From an optimization exercise on the open Yosys and OpenROAD flow, aimed at small area; shortcuts taken in it are not production practice.
No functional check of the RTL was part of this run.
The clock cells of this run come from the design's own scripts or RTL, not from TritonCTS.
The flow treats the clock pin as an ideal source. Dropping or thinning the clock tree relies on that and would not hold on a real chip.
Power and IR drop assume default switching activity.

### flow/downsize.tcl
# Sourced after floorplan: every logic cell is set to the smallest drive
# strength of its own cell family (same function and pins).  Synthesis
# sizes for loads it cannot see; later resizing (repair_design,
# repair_timing) upsizes again where slew, capacitance or timing need it.
set db [ord::get_db]
set block [ord::get_db_block]
set dont_use $::env(DONT_USE_CELLS)
set families [dict create]
foreach lib [$db getLibs] {
  foreach m [$lib getMasters] {
    set n [$m getName]
    if {[lsearch -exact $dont_use $n] >= 0} { continue }
    if {![regexp {^(sky130_fd_sc_hd__[a-z0-9]+)_([0-9]+)$} $n -> fam drive]} { continue }
    set area [expr {[$m getWidth] * [$m getHeight]}]
    if {![dict exists $families $fam] || $area < [lindex [dict get $families $fam] 1]} {
      dict set families $fam [list $n $area]
    }
  }
}
set count 0
foreach inst [$block getInsts] {
  set m [$inst getMaster]
  set n [$m getName]
  if {![regexp {^(sky130_fd_sc_hd__[a-z0-9]+)_([0-9]+)$} $n -> fam drive]} { continue }
  # registers, clock cells, tie cells and physical cells keep their cell
  if {[regexp {__(df|dl|sdf|edf|clk|conb|tap|fill|decap|diode|probe|lpflow)} $n]} { continue }
  if {![dict exists $families $fam]} { continue }
  set best [lindex [dict get $families $fam] 0]
  set area [expr {[$m getWidth] * [$m getHeight]}]
  if {$best ne $n && [lindex [dict get $families $fam] 1] < $area} {
    replace_cell [$inst getName] $best
    incr count
  }
}
puts "downsize: $count cells set to their smallest drive strength"
### flow/cts.tcl
# Replaces clock_tree_synthesis (sourced before CTS): the flip-flops are
# split into MY_CLOCK_CLUSTERS groups by k-means on their placement, and
# each group gets one MY_CLOCK_BUFFER at its centre, driven by the clock
# port.  Every flip-flop clock pin is driven by exactly one buffer.
rename clock_tree_synthesis __orig_clock_tree_synthesis
proc clock_tree_synthesis {args} {
  set k $::env(MY_CLOCK_CLUSTERS)
  set buf $::env(MY_CLOCK_BUFFER)
  set block [ord::get_db_block]
  set dbu [$block getDbUnitsPerMicron]
  set pins [get_pins -of_objects [get_nets clk_27]]
  set pts {}
  foreach p $pins {
    set box [[[sta::sta_to_db_pin $p] getInst] getBBox]
    lappend pts [list $p [expr {([$box xMin] + [$box xMax]) / 2.0 / $dbu}] \
      [expr {([$box yMin] + [$box yMax]) / 2.0 / $dbu}]]
  }
  set n [llength $pts]
  # initial centres: sinks spread along x + y
  set sorted [lsort -real -index 1 [lmap q $pts {list [lindex $q 0] [expr {[lindex $q 1] + [lindex $q 2]}]}]]
  set cx {}
  set cy {}
  for {set c 0} {$c < $k} {incr c} {
    set q [lindex $pts [lsearch -exact -index 0 $pts [lindex [lindex $sorted [expr {int(($c + 0.5) * $n / $k)}]] 0]]]
    lappend cx [lindex $q 1]
    lappend cy [lindex $q 2]
  }
  for {set it 0} {$it < 50} {incr it} {
    set groups [lrepeat $k {}]
    foreach q $pts {
      set best 0
      set bd 1e30
      for {set c 0} {$c < $k} {incr c} {
        set d [expr {abs([lindex $q 1] - [lindex $cx $c]) + abs([lindex $q 2] - [lindex $cy $c])}]
        if {$d < $bd} { set bd $d; set best $c }
      }
      lset groups $best [concat [lindex $groups $best] [list $q]]
    }
    for {set c 0} {$c < $k} {incr c} {
      set g [lindex $groups $c]
      if {[llength $g] == 0} { continue }
      set sx 0.0
      set sy 0.0
      foreach q $g { set sx [expr {$sx + [lindex $q 1]}]; set sy [expr {$sy + [lindex $q 2]}] }
      lset cx $c [expr {$sx / [llength $g]}]
      lset cy $c [expr {$sy / [llength $g]}]
    }
  }
  for {set c 0} {$c < $k} {incr c} {
    set g [lindex $groups $c]
    if {[llength $g] == 0} { continue }
    puts "clock buffer $c: [llength $g] sinks at [lindex $cx $c] [lindex $cy $c]"
    insert_buffer -buffer_cell $buf -net clk_27 -load_pins [lmap q $g {lindex $q 0}] \
      -location [list [lindex $cx $c] [lindex $cy $c]] \
      -buffer_name clkbuf_$c -net_name clknet_$c
  }
  foreach it [[[$block findBTerm clk_27] getNet] getITerms] {
    set inst [$it getInst]
    foreach o [$inst getITerms] {
      if {[$o isOutputSignal]} { [$o getNet] setSigType CLOCK }
    }
  }
  set_propagated_clock [all_clocks]
}
### config.mk
export PLATFORM = sky130hd
export DESIGN_NAME = full_traffic_light
export DESIGN_NICKNAME = full_traffic_light
export VERILOG_FILES = /design/flow/design.v
export SDC_FILE = /design/flow/constraint.sdc
export NUM_CORES = 4
export LEC_CHECK = 0
export CAP_MARGIN = 20
export CORE_MARGIN = 2
export CORE_UTILIZATION = 40
export SLEW_MARGIN = 20
export SYNTH_HIERARCHICAL = 1
export SYNTH_MINIMUM_KEEP_SIZE = 0
### flow/run.sh
#!/bin/bash
# Standard layout, except:
#  - logic cells are set to their smallest drive strength after floorplan
#    (flow/downsize.tcl); later repair steps upsize where needed;
#  - the port buffers are the smallest buffer cell (buf_1);
#  - the clock tree is a few clock buffers, one per cluster of flip-flops,
#    each driven by the clock port (flow/cts.tcl).
set -euo pipefail
export POST_FLOORPLAN_TCL="$(pwd)/flow/downsize.tcl"
export BUFFER_PORTS_ARGS="-buffer_cell sky130_fd_sc_hd__buf_1"
export PRE_CTS_TCL="$(pwd)/flow/cts.tcl"
export MY_CLOCK_CLUSTERS="${MY_CLOCK_CLUSTERS:-4}"
export MY_CLOCK_BUFFER="${MY_CLOCK_BUFFER:-sky130_fd_sc_hd__clkbuf_8}"
bash standard.sh > standard.log 2>&1
### design.v
module full_traffic_light(
input clk_27,
input reset,
input de_bug,
input left_turn_request,
input [1:0]push_button,
output northbound_green, northbound_amber, northbound_red,
output southbound_green, southbound_amber, southbound_red,
output [1:0] southbound_arrow,
output eastbound_green, eastbound_amber, eastbound_red,
output westbound_green, westbound_amber, westbound_red,
output [4:0] NBnd_D, SBnd_D, EBnd_D, WBnd_D,
output [6:1] northbound, southbound, eastbound, westbound
);
reg a;
reg b;
reg [9:0] c005;
reg [12:0] c05;
reg [13:0] c1;
reg [10:0] c10;
reg clk0_05;
reg clk0_5;
reg clk1;
reg clk_10;
reg clk_d_q;
reg clk_q;
reg [5:0] e;
reg ew_red;
reg fd;
reg h;
reg n_red;
reg s_red;
reg side;
reg walk_request;
reg wk;
reg wlk;
wire n8;
wire n9;
wire n10;
wire n11;
wire n13;
wire n14;
wire n15;
wire n17;
wire n18;
wire n19;
wire n20;
wire n21;
wire n22;
wire n25;
wire n26;
wire n28;
wire n31;
wire n37;
wire n39;
wire n40;
wire n41;
wire n42;
wire n43;
wire n49;
wire n50;
wire n52;
wire n55;
wire n58;
wire n61;
wire n64;
wire n65;
wire n66;
wire n68;
wire n72;
wire n76;
wire n79;
wire n83;
wire n84;
wire n85;
wire n87;
wire n90;
wire n95;
wire n98;
wire n99;
wire n100;
wire n102;
wire n107;
wire n111;
wire n115;
wire n117;
wire n119;
wire n120;
wire n121;
wire n122;
wire n123;
wire n124;
wire n125;
wire n126;
wire n128;
wire n130;
wire n131;
wire n132;
wire n133;
wire n134;
wire n135;
wire n136;
wire n137;
wire n138;
wire n139;
wire n140;
wire n141;
wire n142;
wire n143;
wire n144;
wire n145;
wire n146;
wire n148;
wire n149;
wire n150;
wire n151;
wire n152;
wire n153;
wire n154;
wire n155;
wire n156;
wire n157;
wire n158;
wire n159;
wire n160;
wire n161;
wire n162;
wire n163;
wire n164;
wire n165;
wire n166;
wire n167;
wire n168;
wire n169;
wire n170;
wire n171;
wire n172;
wire n173;
wire n174;
wire n175;
wire n176;
wire n177;
always @ (posedge clk_27 or negedge reset) if (reset == 1'b0) a <= 1'b0; else a <= n146;
always @ (posedge clk_27 or negedge reset) if (reset == 1'b0) b <= 1'b0; else b <= n175;
always @ (posedge clk_27 or negedge reset) if (reset == 1'b0) c005[0] <= 1'b0; else c005[0] <= n68;
always @ (posedge clk_27 or negedge reset) if (reset == 1'b0) c005[1] <= 1'b1; else c005[1] <= c005[0];
always @ (posedge clk_27 or negedge reset) if (reset == 1'b0) c005[2] <= 1'b0; else c005[2] <= c005[1];
always @ (posedge clk_27 or negedge reset) if (reset == 1'b0) c005[3] <= 1'b1; else c005[3] <= c005[2];
always @ (posedge clk_27 or negedge reset) if (reset == 1'b0) c005[4] <= 1'b0; else c005[4] <= c005[3];
always @ (posedge clk_27 or negedge reset) if (reset == 1'b0) c005[5] <= 1'b0; else c005[5] <= n66;
always @ (posedge clk_27 or negedge reset) if (reset == 1'b0) c005[6] <= 1'b0; else c005[6] <= c005[5];
always @ (posedge clk_27 or negedge reset) if (reset == 1'b0) c005[7] <= 1'b1; else c005[7] <= c005[6];
always @ (posedge clk_27 or negedge reset) if (reset == 1'b0) c005[8] <= 1'b0; else c005[8] <= c005[7];
always @ (posedge clk_27 or negedge reset) if (reset == 1'b0) c005[9] <= 1'b0; else c005[9] <= c005[8];
always @ (posedge clk_27 or negedge reset) if (reset == 1'b0) c05[0] <= 1'b0; else c05[0] <= n87;
always @ (posedge clk_27 or negedge reset) if (reset == 1'b0) c05[1] <= 1'b0; else c05[1] <= c05[0];
always @ (posedge clk_27 or negedge reset) if (reset == 1'b0) c05[2] <= 1'b0; else c05[2] <= c05[1];
always @ (posedge clk_27 or negedge reset) if (reset == 1'b0) c05[3] <= 1'b1; else c05[3] <= c05[2];
always @ (posedge clk_27 or negedge reset) if (reset == 1'b0) c05[4] <= 1'b0; else c05[4] <= n85;
always @ (posedge clk_27 or negedge reset) if (reset == 1'b0) c05[5] <= 1'b0; else c05[5] <= c05[4];
always @ (posedge clk_27 or negedge reset) if (reset == 1'b0) c05[6] <= 1'b0; else c05[6] <= c05[5];
always @ (posedge clk_27 or negedge reset) if (reset == 1'b0) c05[7] <= 1'b0; else c05[7] <= c05[6];
always @ (posedge clk_27 or negedge reset) if (reset == 1'b0) c05[8] <= 1'b1; else c05[8] <= c05[7];
always @ (posedge clk_27 or negedge reset) if (reset == 1'b0) c05[9] <= 1'b0; else c05[9] <= c05[8];
always @ (posedge clk_27 or negedge reset) if (reset == 1'b0) c05[10] <= 1'b1; else c05[10] <= c05[9];
always @ (posedge clk_27 or negedge reset) if (reset == 1'b0) c05[11] <= 1'b1; else c05[11] <= c05[10];
always @ (posedge clk_27 or negedge reset) if (reset == 1'b0) c05[12] <= 1'b0; else c05[12] <= c05[11];
always @ (posedge clk_27 or negedge reset) if (reset == 1'b0) c1[0] <= 1'b0; else c1[0] <= n123;
always @ (posedge clk_27 or negedge reset) if (reset == 1'b0) c1[1] <= 1'b0; else c1[1] <= c1[0];
always @ (posedge clk_27 or negedge reset) if (reset == 1'b0) c1[2] <= 1'b1; else c1[2] <= c1[1];
always @ (posedge clk_27 or negedge reset) if (reset == 1'b0) c1[3] <= 1'b1; else c1[3] <= c1[2];
always @ (posedge clk_27 or negedge reset) if (reset == 1'b0) c1[4] <= 1'b0; else c1[4] <= c1[3];
always @ (posedge clk_27 or negedge reset) if (reset == 1'b0) c1[5] <= 1'b0; else c1[5] <= c1[4];
always @ (posedge clk_27 or negedge reset) if (reset == 1'b0) c1[6] <= 1'b0; else c1[6] <= c1[5];
always @ (posedge clk_27 or negedge reset) if (reset == 1'b0) c1[7] <= 1'b0; else c1[7] <= n121;
always @ (posedge clk_27 or negedge reset) if (reset == 1'b0) c1[8] <= 1'b1; else c1[8] <= c1[7];
always @ (posedge clk_27 or negedge reset) if (reset == 1'b0) c1[9] <= 1'b0; else c1[9] <= c1[8];
always @ (posedge clk_27 or negedge reset) if (reset == 1'b0) c1[10] <= 1'b0; else c1[10] <= c1[9];
always @ (posedge clk_27 or negedge reset) if (reset == 1'b0) c1[11] <= 1'b0; else c1[11] <= c1[10];
always @ (posedge clk_27 or negedge reset) if (reset == 1'b0) c1[12] <= 1'b0; else c1[12] <= c1[11];
always @ (posedge clk_27 or negedge reset) if (reset == 1'b0) c1[13] <= 1'b1; else c1[13] <= c1[12];
always @ (posedge clk_27 or negedge reset) if (reset == 1'b0) c10[0] <= 1'b0; else c10[0] <= n102;
always @ (posedge clk_27 or negedge reset) if (reset == 1'b0) c10[1] <= 1'b1; else c10[1] <= c10[0];
always @ (posedge clk_27 or negedge reset) if (reset == 1'b0) c10[2] <= 1'b1; else c10[2] <= c10[1];
always @ (posedge clk_27 or negedge reset) if (reset == 1'b0) c10[3] <= 1'b0; else c10[3] <= c10[2];
always @ (posedge clk_27 or negedge reset) if (reset == 1'b0) c10[4] <= 1'b0; else c10[4] <= c10[3];
always @ (posedge clk_27 or negedge reset) if (reset == 1'b0) c10[5] <= 1'b0; else c10[5] <= n100;
always @ (posedge clk_27 or negedge reset) if (reset == 1'b0) c10[6] <= 1'b0; else c10[6] <= c10[5];
always @ (posedge clk_27 or negedge reset) if (reset == 1'b0) c10[7] <= 1'b0; else c10[7] <= c10[6];
always @ (posedge clk_27 or negedge reset) if (reset == 1'b0) c10[8] <= 1'b0; else c10[8] <= c10[7];
always @ (posedge clk_27 or negedge reset) if (reset == 1'b0) c10[9] <= 1'b0; else c10[9] <= c10[8];
always @ (posedge clk_27 or negedge reset) if (reset == 1'b0) c10[10] <= 1'b1; else c10[10] <= c10[9];
always @ (posedge clk_27 or negedge reset) if (reset == 1'b0) clk0_05 <= 1'b0; else clk0_05 <= n65;
always @ (posedge clk_27 or negedge reset) if (reset == 1'b0) clk0_5 <= 1'b0; else clk0_5 <= n84;
always @ (posedge clk_27 or negedge reset) if (reset == 1'b0) clk1 <= 1'b0; else clk1 <= n120;
always @ (posedge clk_27 or negedge reset) if (reset == 1'b0) clk_10 <= 1'b0; else clk_10 <= n99;
always @ (posedge clk_27) clk_d_q <= n50;
always @ (posedge clk_27) clk_q <= n26;
always @ (posedge clk_27 or negedge reset) if (reset == 1'b0) e[0] <= 1'b0; else e[0] <= n163;
always @ (posedge clk_27 or negedge reset) if (reset == 1'b0) e[1] <= 1'b0; else e[1] <= n162;
always @ (posedge clk_27 or negedge reset) if (reset == 1'b0) e[2] <= 1'b1; else e[2] <= n160;
always @ (posedge clk_27 or negedge reset) if (reset == 1'b0) e[3] <= 1'b0; else e[3] <= n158;
always @ (posedge clk_27 or negedge reset) if (reset == 1'b0) e[4] <= 1'b0; else e[4] <= n156;
always @ (posedge clk_27 or negedge reset) if (reset == 1'b0) e[5] <= 1'b0; else e[5] <= n143;
always @ (posedge clk_27 or negedge reset) if (reset == 1'b0) ew_red <= 1'b1; else ew_red <= n145;
always @ (posedge clk_27 or negedge reset) if (reset == 1'b0) fd <= 1'b0; else fd <= n173;
always @ (posedge clk_27 or negedge reset) if (reset == 1'b0) h <= 1'b0; else h <= n165;
always @ (posedge clk_27 or negedge reset) if (reset == 1'b0) n_red <= 1'b0; else n_red <= n125;
always @ (posedge clk_27 or negedge reset) if (reset == 1'b0) s_red <= 1'b0; else s_red <= n154;
always @ (posedge clk_27) if (n52) side <= h;
always @ (posedge clk_27 or negedge reset) if (reset == 1'b0) walk_request <= 1'b0; else walk_request <= n177;
always @ (posedge clk_27 or negedge reset) if (reset == 1'b0) wk <= 1'b0; else wk <= n150;
always @ (posedge clk_27 or negedge reset) if (reset == 1'b0) wlk <= 1'b0; else wlk <= n170;
g_mux2i_1 u0 (.A0(clk1), .A1(clk_10), .S(de_bug), .Y(n25));
g_clkinv_1 u1 (.A(n25), .Y(n26));
g_clkinv_1 u2 (.A(h), .Y(n28));
g_nor2_1 u3 (.A(a), .B(b), .Y(n31));
g_nand2_1 u4 (.A(n28), .B(n31), .Y(n14));
g_o41ai_1 u5 (.A1(e[4]), .A2(e[1]), .A3(e[3]), .A4(e[2]), .B1(e[5]), .Y(n37));
g_nand3_1 u6 (.A(wk), .B(n31), .C(n37), .Y(n39));
g_nor2_1 u7 (.A(h), .B(b), .Y(n40));
g_nand2_1 u8 (.A(a), .B(n40), .Y(n41));
g_o21ai_0 u9 (.A1(h), .A2(n39), .B1(n41), .Y(n18));
g_nand2_1 u10 (.A(h), .B(n31), .Y(n8));
g_o21ai_0 u11 (.A1(n28), .A2(n39), .B1(n41), .Y(n17));
g_nand3b_1 u12 (.A_N(b), .B(h), .C(a), .Y(n13));
g_nand2_1 u13 (.A(a), .B(b), .Y(n42));
g_nand3b_1 u14 (.A_N(n31), .B(n42), .C(h), .Y(n11));
g_nand3b_1 u15 (.A_N(a), .B(h), .C(b), .Y(n9));
g_nor2_1 u16 (.A(a), .B(h), .Y(n43));
g_nand2_1 u17 (.A(b), .B(n43), .Y(n15));
g_nand2_1 u18 (.A(wlk), .B(side), .Y(n20));
g_nor2b_1 u19 (.A(side), .B_N(fd), .Y(n21));
g_and2_0 u20 (.A(side), .B(fd), .X(n19));
g_nand2b_1 u21 (.A_N(side), .B(wlk), .Y(n22));
g_mux2i_1 u22 (.A0(clk0_5), .A1(clk0_05), .S(de_bug), .Y(n49));
g_clkinv_1 u23 (.A(n49), .Y(n50));
g_nor2_1 u24 (.A(clk_d_q), .B(n49), .Y(n52));
g_nor2_1 u25 (.A(c005[1]), .B(c005[3]), .Y(n55));
g_nand2_1 u26 (.A(c005[0]), .B(c005[2]), .Y(n58));
g_nor3_1 u27 (.A(c005[5]), .B(c005[7]), .C(n58), .Y(n61));
g_nand4_1 u28 (.A(c005[4]), .B(c005[6]), .C(n55), .D(n61), .Y(n64));
g_xnor2_1 u29 (.A(clk0_05), .B(n64), .Y(n65));
g_and2_0 u30 (.A(c005[4]), .B(n64), .X(n66));
g_xor2_1 u31 (.A(c005[0]), .B(c005[9]), .X(n68));
g_nor3_1 u32 (.A(c05[6]), .B(c05[4]), .C(c05[8]), .Y(n72));
g_nand4_1 u33 (.A(c05[2]), .B(c05[3]), .C(c05[7]), .D(n72), .Y(n76));
g_nor3_1 u34 (.A(c05[1]), .B(c05[0]), .C(n76), .Y(n79));
g_nand4b_1 u35 (.A_N(c05[11]), .B(n79), .C(c05[9]), .D(c05[10]), .Y(n83));
g_xnor2_1 u36 (.A(clk0_5), .B(n83), .Y(n84));
g_and2_0 u37 (.A(c05[3]), .B(n83), .X(n85));
g_xor2_1 u38 (.A(c05[3]), .B(c05[12]), .X(n87));
g_nand2_1 u39 (.A(c10[10]), .B(c10[9]), .Y(n90));
g_nand4b_1 u40 (.A_N(c10[5]), .B(c10[4]), .C(c10[0]), .D(c10[1]), .Y(n95));
g_nor4_1 u41 (.A(c10[8]), .B(c10[7]), .C(n90), .D(n95), .Y(n98));
g_xor2_1 u42 (.A(clk_10), .B(n98), .X(n99));
g_nor2b_1 u43 (.A(n98), .B_N(c10[4]), .Y(n100));
g_xnor2_1 u44 (.A(c10[10]), .B(c10[2]), .Y(n102));
g_nor4b_1 u45 (.A(c1[10]), .B(c1[9]), .C(c1[11]), .D_N(c1[13]), .Y(n107));
g_nor3_1 u46 (.A(c1[0]), .B(c1[3]), .C(c1[4]), .Y(n111));
g_nand3_1 u47 (.A(c1[7]), .B(c1[1]), .C(c1[2]), .Y(n115));
g_nor2_1 u48 (.A(n115), .B(c1[5]), .Y(n117));
g_nand4_1 u49 (.A(c1[6]), .B(n107), .C(n111), .D(n117), .Y(n119));
g_xnor2_1 u50 (.A(clk1), .B(n119), .Y(n120));
g_and2_0 u51 (.A(c1[6]), .B(n119), .X(n121));
g_xor2_1 u52 (.A(c1[3]), .B(c1[13]), .X(n122));
g_xnor2_1 u53 (.A(c1[0]), .B(n122), .Y(n123));
g_o221ai_1 u54 (.A1(a), .A2(n28), .B1(n_red), .B2(n41), .C1(n52), .Y(n124));
g_o21a_1 u55 (.A1(n_red), .A2(n52), .B1(n124), .X(n125));
g_nand2_1 u56 (.A(e[1]), .B(e[2]), .Y(n126));
g_nor2_1 u57 (.A(clk_q), .B(n25), .Y(n128));
g_nand2_1 u58 (.A(e[0]), .B(n128), .Y(n130));
g_nor2_1 u59 (.A(n126), .B(n130), .Y(n131));
g_nand2_1 u60 (.A(e[3]), .B(n131), .Y(n132));
g_xor2_1 u61 (.A(e[4]), .B(n132), .X(n133));
g_nand3_1 u62 (.A(e[5]), .B(e[4]), .C(n133), .Y(n134));
g_clkinv_1 u63 (.A(n134), .Y(n135));
g_a31oi_1 u64 (.A1(e[4]), .A2(e[3]), .A3(n131), .B1(e[5]), .Y(n136));
g_nor2_1 u65 (.A(h), .B(push_button[0]), .Y(n137));
g_o21bai_1 u66 (.A1(n137), .A2(a), .B1_N(n40), .Y(n138));
g_o21ai_0 u67 (.A1(h), .A2(left_turn_request), .B1(a), .Y(n139));
g_nor2_1 u68 (.A(n40), .B(n139), .Y(n140));
g_nor3_1 u69 (.A(n31), .B(n134), .C(n140), .Y(n141));
g_a21oi_1 u70 (.A1(n135), .A2(n138), .B1(n141), .Y(n142));
g_o21ai_0 u71 (.A1(n135), .A2(n136), .B1(n142), .Y(n143));
g_o221ai_1 u72 (.A1(a), .A2(h), .B1(ew_red), .B2(n41), .C1(n52), .Y(n144));
g_o21a_1 u73 (.A1(ew_red), .A2(n52), .B1(n144), .X(n145));
g_a21o_1 u74 (.A1(a), .A2(n134), .B1(n141), .X(n146));
g_nand2_1 u75 (.A(walk_request), .B(n135), .Y(n148));
g_nand2_1 u76 (.A(wk), .B(n134), .Y(n149));
g_nand2_1 u77 (.A(n148), .B(n149), .Y(n150));
g_nor2_1 u78 (.A(s_red), .B(n41), .Y(n151));
g_a21oi_1 u79 (.A1(h), .A2(n42), .B1(n151), .Y(n152));
g_nor2_1 u80 (.A(s_red), .B(n52), .Y(n153));
g_a21oi_1 u81 (.A1(n52), .A2(n152), .B1(n153), .Y(n154));
g_nand2_1 u82 (.A(n135), .B(n138), .Y(n155));
g_nand2_1 u83 (.A(n155), .B(n133), .Y(n156));
g_o21ai_0 u84 (.A1(e[3]), .A2(n131), .B1(n132), .Y(n157));
g_nand2_1 u85 (.A(n142), .B(n157), .Y(n158));
g_a31oi_1 u86 (.A1(e[1]), .A2(e[0]), .A3(n128), .B1(e[2]), .Y(n159));
g_o22ai_1 u87 (.A1(n31), .A2(n134), .B1(n159), .B2(n131), .Y(n160));
g_xor2_1 u88 (.A(e[1]), .B(n130), .X(n161));
g_nand2_1 u89 (.A(n155), .B(n161), .Y(n162));
g_xor2_1 u90 (.A(e[0]), .B(n128), .X(n163));
g_nor2_1 u91 (.A(n42), .B(n134), .Y(n164));
g_xnor2_1 u92 (.A(n28), .B(n164), .Y(n165));
g_clkinv_1 u93 (.A(n52), .Y(n166));
g_and3_1 u94 (.A(e[1]), .B(e[3]), .C(e[2]), .X(n167));
g_nand3_1 u95 (.A(wk), .B(n31), .C(n52), .Y(n168));
g_nor4_1 u96 (.A(e[5]), .B(e[4]), .C(n167), .D(n168), .Y(n169));
g_a21o_1 u97 (.A1(wlk), .A2(n166), .B1(n169), .X(n170));
g_xnor2_1 u98 (.A(side), .B(h), .Y(n171));
g_a21oi_1 u99 (.A1(n171), .A2(fd), .B1(n168), .Y(n172));
g_a221o_1 u100 (.A1(fd), .A2(n166), .B1(n172), .B2(n37), .C1(n169), .X(n173));
g_nand2_1 u101 (.A(b), .B(n134), .Y(n174));
g_nand2_1 u102 (.A(n155), .B(n174), .Y(n175));
g_o31ai_1 u103 (.A1(n40), .A2(n134), .A3(n139), .B1(walk_request), .Y(n176));
g_nand2_1 u104 (.A(push_button[1]), .B(n176), .Y(n177));
assign northbound_green = n8;
assign northbound_amber = n9;
assign northbound_red = n_red;
assign southbound_green = n8;
assign southbound_amber = n11;
assign southbound_red = s_red;
assign southbound_arrow[0] = n13;
assign southbound_arrow[1] = n13;
assign eastbound_green = n14;
assign eastbound_amber = n15;
assign eastbound_red = ew_red;
assign westbound_green = n14;
assign westbound_amber = n15;
assign westbound_red = ew_red;
assign NBnd_D[0] = n17;
assign NBnd_D[1] = n17;
assign NBnd_D[2] = n17;
assign NBnd_D[3] = n17;
assign NBnd_D[4] = n17;
assign SBnd_D[0] = n17;
assign SBnd_D[1] = n17;
assign SBnd_D[2] = n17;
assign SBnd_D[3] = n17;
assign SBnd_D[4] = n17;
assign EBnd_D[0] = n18;
assign EBnd_D[1] = n18;
assign EBnd_D[2] = n18;
assign EBnd_D[3] = n18;
assign EBnd_D[4] = n18;
assign WBnd_D[0] = n18;
assign WBnd_D[1] = n18;
assign WBnd_D[2] = n18;
assign WBnd_D[3] = n18;
assign WBnd_D[4] = n18;
assign northbound[1] = n19;
assign northbound[2] = n19;
assign northbound[3] = n19;
assign northbound[4] = n19;
assign northbound[5] = n19;
assign northbound[6] = n20;
assign southbound[1] = n19;
assign southbound[2] = n19;
assign southbound[3] = n19;
assign southbound[4] = n19;
assign southbound[5] = n19;
assign southbound[6] = n20;
assign eastbound[1] = n21;
assign eastbound[2] = n21;
assign eastbound[3] = n21;
assign eastbound[4] = n21;
assign eastbound[5] = n21;
assign eastbound[6] = n22;
assign westbound[1] = n21;
assign westbound[2] = n21;
assign westbound[3] = n21;
assign westbound[4] = n21;
assign westbound[5] = n21;
assign westbound[6] = n22;
endmodule
module g_a21o_1(input A1, input A2, input B1, output X);
assign X = (A1&A2) | (B1);
endmodule
module g_a21oi_1(input A1, input A2, input B1, output Y);
assign Y = (~A1&~B1) | (~A2&~B1);
endmodule
module g_a221o_1(input A1, input A2, input B1, input B2, input C1, output X);
assign X = (B1&B2) | (A1&A2) | (C1);
endmodule
module g_a31oi_1(input A1, input A2, input A3, input B1, output Y);
assign Y = (~A1&~B1) | (~A2&~B1) | (~A3&~B1);
endmodule
module g_and2_0(input A, input B, output X);
assign X = (A&B);
endmodule
module g_and3_1(input A, input B, input C, output X);
assign X = (A&B&C);
endmodule
module g_clkinv_1(input A, output Y);
assign Y = (~A);
endmodule
module g_mux2i_1(input A0, input A1, input S, output Y);
assign Y = (~A0&~S) | (~A1&S);
endmodule
module g_nand2_1(input A, input B, output Y);
assign Y = (~A) | (~B);
endmodule
module g_nand2b_1(input A_N, input B, output Y);
assign Y = (A_N) | (~B);
endmodule
module g_nand3_1(input A, input B, input C, output Y);
assign Y = (~A) | (~B) | (~C);
endmodule
module g_nand3b_1(input A_N, input B, input C, output Y);
assign Y = (A_N) | (~B) | (~C);
endmodule
module g_nand4_1(input A, input B, input C, input D, output Y);
assign Y = (~A) | (~B) | (~C) | (~D);
endmodule
module g_nand4b_1(input A_N, input B, input C, input D, output Y);
assign Y = (A_N) | (~B) | (~C) | (~D);
endmodule
module g_nor2_1(input A, input B, output Y);
assign Y = (~A&~B);
endmodule
module g_nor2b_1(input A, input B_N, output Y);
assign Y = (~A&B_N);
endmodule
module g_nor3_1(input A, input B, input C, output Y);
assign Y = (~A&~B&~C);
endmodule
module g_nor4_1(input A, input B, input C, input D, output Y);
assign Y = (~A&~B&~C&~D);
endmodule
module g_nor4b_1(input A, input B, input C, input D_N, output Y);
assign Y = (~A&~B&~C&D_N);
endmodule
module g_o21a_1(input A1, input A2, input B1, output X);
assign X = (A1&B1) | (A2&B1);
endmodule
module g_o21ai_0(input A1, input A2, input B1, output Y);
assign Y = (~A1&~A2) | (~B1);
endmodule
module g_o21bai_1(input A1, input A2, input B1_N, output Y);
assign Y = (~A1&~A2) | (B1_N);
endmodule
module g_o221ai_1(input A1, input A2, input B1, input B2, input C1, output Y);
assign Y = (~B1&~B2) | (~A1&~A2) | (~C1);
endmodule
module g_o22ai_1(input A1, input A2, input B1, input B2, output Y);
assign Y = (~B1&~B2) | (~A1&~A2);
endmodule
module g_o31ai_1(input A1, input A2, input A3, input B1, output Y);
assign Y = (~A1&~A2&~A3) | (~B1);
endmodule
module g_o41ai_1(input A1, input A2, input A3, input A4, input B1, output Y);
assign Y = (~A1&~A2&~A3&~A4) | (~B1);
endmodule
module g_xnor2_1(input A, input B, output Y);
assign Y = (~A&~B) | (A&B);
endmodule
module g_xor2_1(input A, input B, output X);
assign X = (A&~B) | (~A&B);
endmodule
### standard.sh
#!/bin/bash
# synth_recipe.tcl (not shown) runs the flow's synth.tcl, then flattens the netlist and writes it again
# the make line also repeats each setting of config.mk as NAME=value (left out here)
make -C /OpenROAD-flow-scripts/flow DESIGN_CONFIG=/design/flow/config.mk WORK_HOME=/design/flow/orfs CLKGATE_MAP_FILE= SYNTH_SCRIPT=/design/flow/synth_recipe.tcl "${@:-finish}"
### constraint.sdc
create_clock -name core_clock -period 10.0 [get_ports {clk_27}]
set_input_delay 2.0000 -clock core_clock [delete_from_list [all_inputs] [get_ports {clk_27}]]
set_output_delay 2.0000 -clock core_clock [all_outputs]
set_load 0.01 [all_outputs]
==> summary.txt <==
## modules after synthesis (local to each module, per instance), excerpt
module | cells inside | flops+latches | copies in the design
g_nand3_1 | 1 | 0 | 4
g_clkinv_1 | 1 | 0 | 5
g_o41ai_1 | 1 | 0 | 1
g_mux2i_1 | 1 | 0 | 2
g_a21o_1 | 1 | 0 | 2
g_nor4_1 | 1 | 0 | 2
g_o22ai_1 | 1 | 0 | 1
g_nand2b_1 | 1 | 0 | 1
## logic make-up after synthesis
kind of cell / synth area share
AOI/OAI and AO/OA: 0.06440
xor gates and xnor gates: 0.04265
buffers and inverters: 0.1371
DFF: 0.6232
muxes: 0.006963
and+or+nand+nor: 0.1258
## layout by cell type (no fill, tap or decap), types with 3 or more instances in the layout
cell type	synthesis	final
buf_1	0	62
dfrtp_1	52	52
nand2_1	21	21
dfstp_2	16	16
nor2_1	13	13
xnor2_1	7	7
xor2_1	7	7
inv_1	5	5
o21ai_1	5	5
nor3_1	0	5
and2_1	4	4
nand3_1	4	4
a21oi_1	0	4
clkbuf_8	0	4
nand3b_1	3	3
nand4_1	3	3
## routing by layer
layer / up-vias / global-route usage
met4: 0 / 0.009642
met2: 43 / 0.1472
li1: 738 / -
met3: 4 / 0.01306
met1: 730 / 0.1536
met5: - / 0
## final cells by class, clock buffers not listed
cell class | count | area, sq um | share of cell area
Inverter | 5 | 18.77 | 0.006652
Tap cell | 96 | 120.1 | 0.04257
Multi-Input combinational cell | 100 | 590.6 | 0.2093
Timing Repair Buffer | 64 | 245.2 | 0.08692
Sequential cell | 71 | 1792 | 0.6350
## worst max path at each step
stage,from,end,slack [ns]
floorplan,de_bug,walk_request$_DFF_PN0_,6.43
global placement,de_bug,e[5]$_DFF_PN0_,6.10
detailed placement,de_bug,e[5]$_DFF_PN0_,6.05
CTS,e[1]$_DFF_PN0_,EBnd_D[4],6.01
global route,e[1]$_DFF_PN0_,EBnd_D[1],5.79
finish,e[1]$_DFF_PN0_,EBnd_D[4],6.05
## critical path, stage by stage, from the launching register on
cell	delay (ns)
dfrtp_1	0.44
o41ai_1	0.52
nand3_1	0.17
o21ai_1	0.49
buf_1	0.21
## through the flow
step	total power, mW	hold WS [ns]
6_report	0.3967	0.3641
5_1_grt	0.4123	0.3711
4_1_cts	0.4025	0.3702
3_5_place_dp	0.2996	0.3378
3_3_place_gp	0.2996	0.3327
2_1_floorplan	0.2933	0.3312
## power breakdown
group / total (mW) / switching, mW / internal, mW
clock network: 0.103 / 0.0657 / 0.0372
registers: 0.288 / 0.00000000000000000547 / 0.288
logic: 0.00615 / 0.00527 / 0.000876
total: 0.397 / 0.0710 / 0.326
## sequential cells by signal (all words and copies together) (netlist names)
signal,flops
b,1
fd,1
walk_request,1
c1,14
side,1
clk_q,1
ew_red,1
clk0_5,1
wk,1
clk_10,1
a,1
e,6
h,1
c005,10
clk_d_q,1
n_red,1
clk1,1
s_red,1
c10,11
wlk,1
clk0_05,1
c05,13
==> impl_metrics.tcl <==
set metrics [dict create \
    status "complete, no violations" \
    synth_seq_cells 71 \
    drt-pass1-iter-count 3 \
    dp.cells 336 \
    power.leakage_nw 1.255 \
    cts.repair.resized 0 \
    antenna_found_initial 0 \
    grt_pass1_vias 1324 \
    period_needed_ns 3.954 \
    cp_max_fo 10 \
    drt_iter0_drc 90 \
    antennaDiodeCount 0 \
    crit_arrival_ns 1.95 \
    area_growth_pct -1.871 \
    p_per_area_nw_per_um2 140.6 \
    path_class "register to primary output" \
    hold_path_end "c10[4]$_DFF_PN0_" \
    grt_setup_unrepaired "no" \
    ys_seq_area_frac 0.6232 \
    post-route-util 0.4107 \
    initial_core_util 0.4186 \
    antenna_left 0 \
    vias 1515 \
    drive_gt1_frac 0.09016 \
    place_hpwl_um 2714 \
    fill_cells 661 \
    maxSlewViolCount 0 \
    io_buffers 63 \
    synth_warnings 7 \
    setup_viol 0 \
    synth_cell_types 33 \
    critPathRequiredTime_ns 8.00 \
    fin_skew_ns 0.03577 \
    m1WireLength_um 1893 \
    drv_cap 0 \
    hp-class "register to register" \
    rows 30 \
    synth-edff-count 1 \
    final_cell_count_no_fill 340 \
    place_area_sq_um 2766 \
    clk_latency_ns 0.17 \
    r2r-end "e[5]$_DFF_PN0_" \
    wl_met2_um 1748 \
    fp.dieArea_sq_um 7882 \
    rr_worst_depth 10 \
    highest_layer "met4" \
    timing.fmax_ghz 0.2529 \
    wl_per_cell_um 11.47 \
    yosysTopAreaCellShare 0.4526 \
    hold_viol_final 0 \
    yosys-top-cells-area "dfrtp_1, dfstp_2, buf_4, nand2_1, xnor2_1" \
    design_area_sq_um 2821 \
    cts_hold_buffers 0 \
    finalCritPeriodShare 0.3954 \
    syn-num-nets 232 \
    nets 252 \
    tns_ns 0 \
    die_w_um 88.78 \
    syn_area_per_cell_sq_um 12.72 \
    synth_top_area_cell "dfrtp_1" \
    drc 0 \
    postCtsSetupRepairBufs 0 \
    cp-start-kind "register" \
    io-pin-count 64 \
    min_path_cells 0 \
    relSlewSlack 0.4633 \
    drt-total-wl_um 3900 \
    reg2reg_from "clk_10$_DFF_PN0_" \
    synthFlopType "dfrtp_1" \
    syn-cell-area_sq_um 2875 \
    grt_usage 0.09679 \
    end_kind "primary output" \
    holdCritStartpoint "c10[3]$_DFF_PN0_" \
    gp_congestion 0.7571 \
    grt_pass1_wl_um 6258 \
    vias_per_cell 4.456 \
    synthArstFlopShare 0.9577 \
    path_clk_slew_ns 0.10 \
    core_sq_um 6869 \
    grt_overflow 0 \
    rrSetupSlack_ns 7.83 \
    yosysMostFrequentCell "dfrtp_1" \
    ir_drop_v 0.00008232 \
    yosys-top-cells-count "dfrtp_1, buf_4, nand2_1, dfstp_2, nor2_1" \
    netlist_instances 226 \
    route.met3.wl_um 219 \
    place_worst_setup_slack_ns 6.051 \
    grt_max_degree 69 \
    tightest_slew_ns 0.8050 \
    setup_slack_ns 6.046 \
    dieHeight_um 88.78 \
]

## afterwards: timing with drivers on the ports
In the flow no input, the clock included, has a driving cell. The finished layout below was timed again as built, in two steps.
Step 1 assumes that a clkbuf_16 drives the clock port and a buf_2 every other input.
Step 2 also shifts input and output timing later by t, the mid clock arrival at the registers, as if the neighbouring blocks saw the same clock.
a / b / c = ideal / step 1 / step 2; a / b = the first two.
t, ns: 0.210
setup slack, ns: 6.046 / 5.989 / 6.009
hold WS [ns]: 0.364 / 0.364 / 0.364
worst slew at a driven data input, ns: 0.03
After both steps setup and hold are still met in this run. The setup slack of this run moves by -0.057 ns with the drivers and by -0.037 ns with both steps.
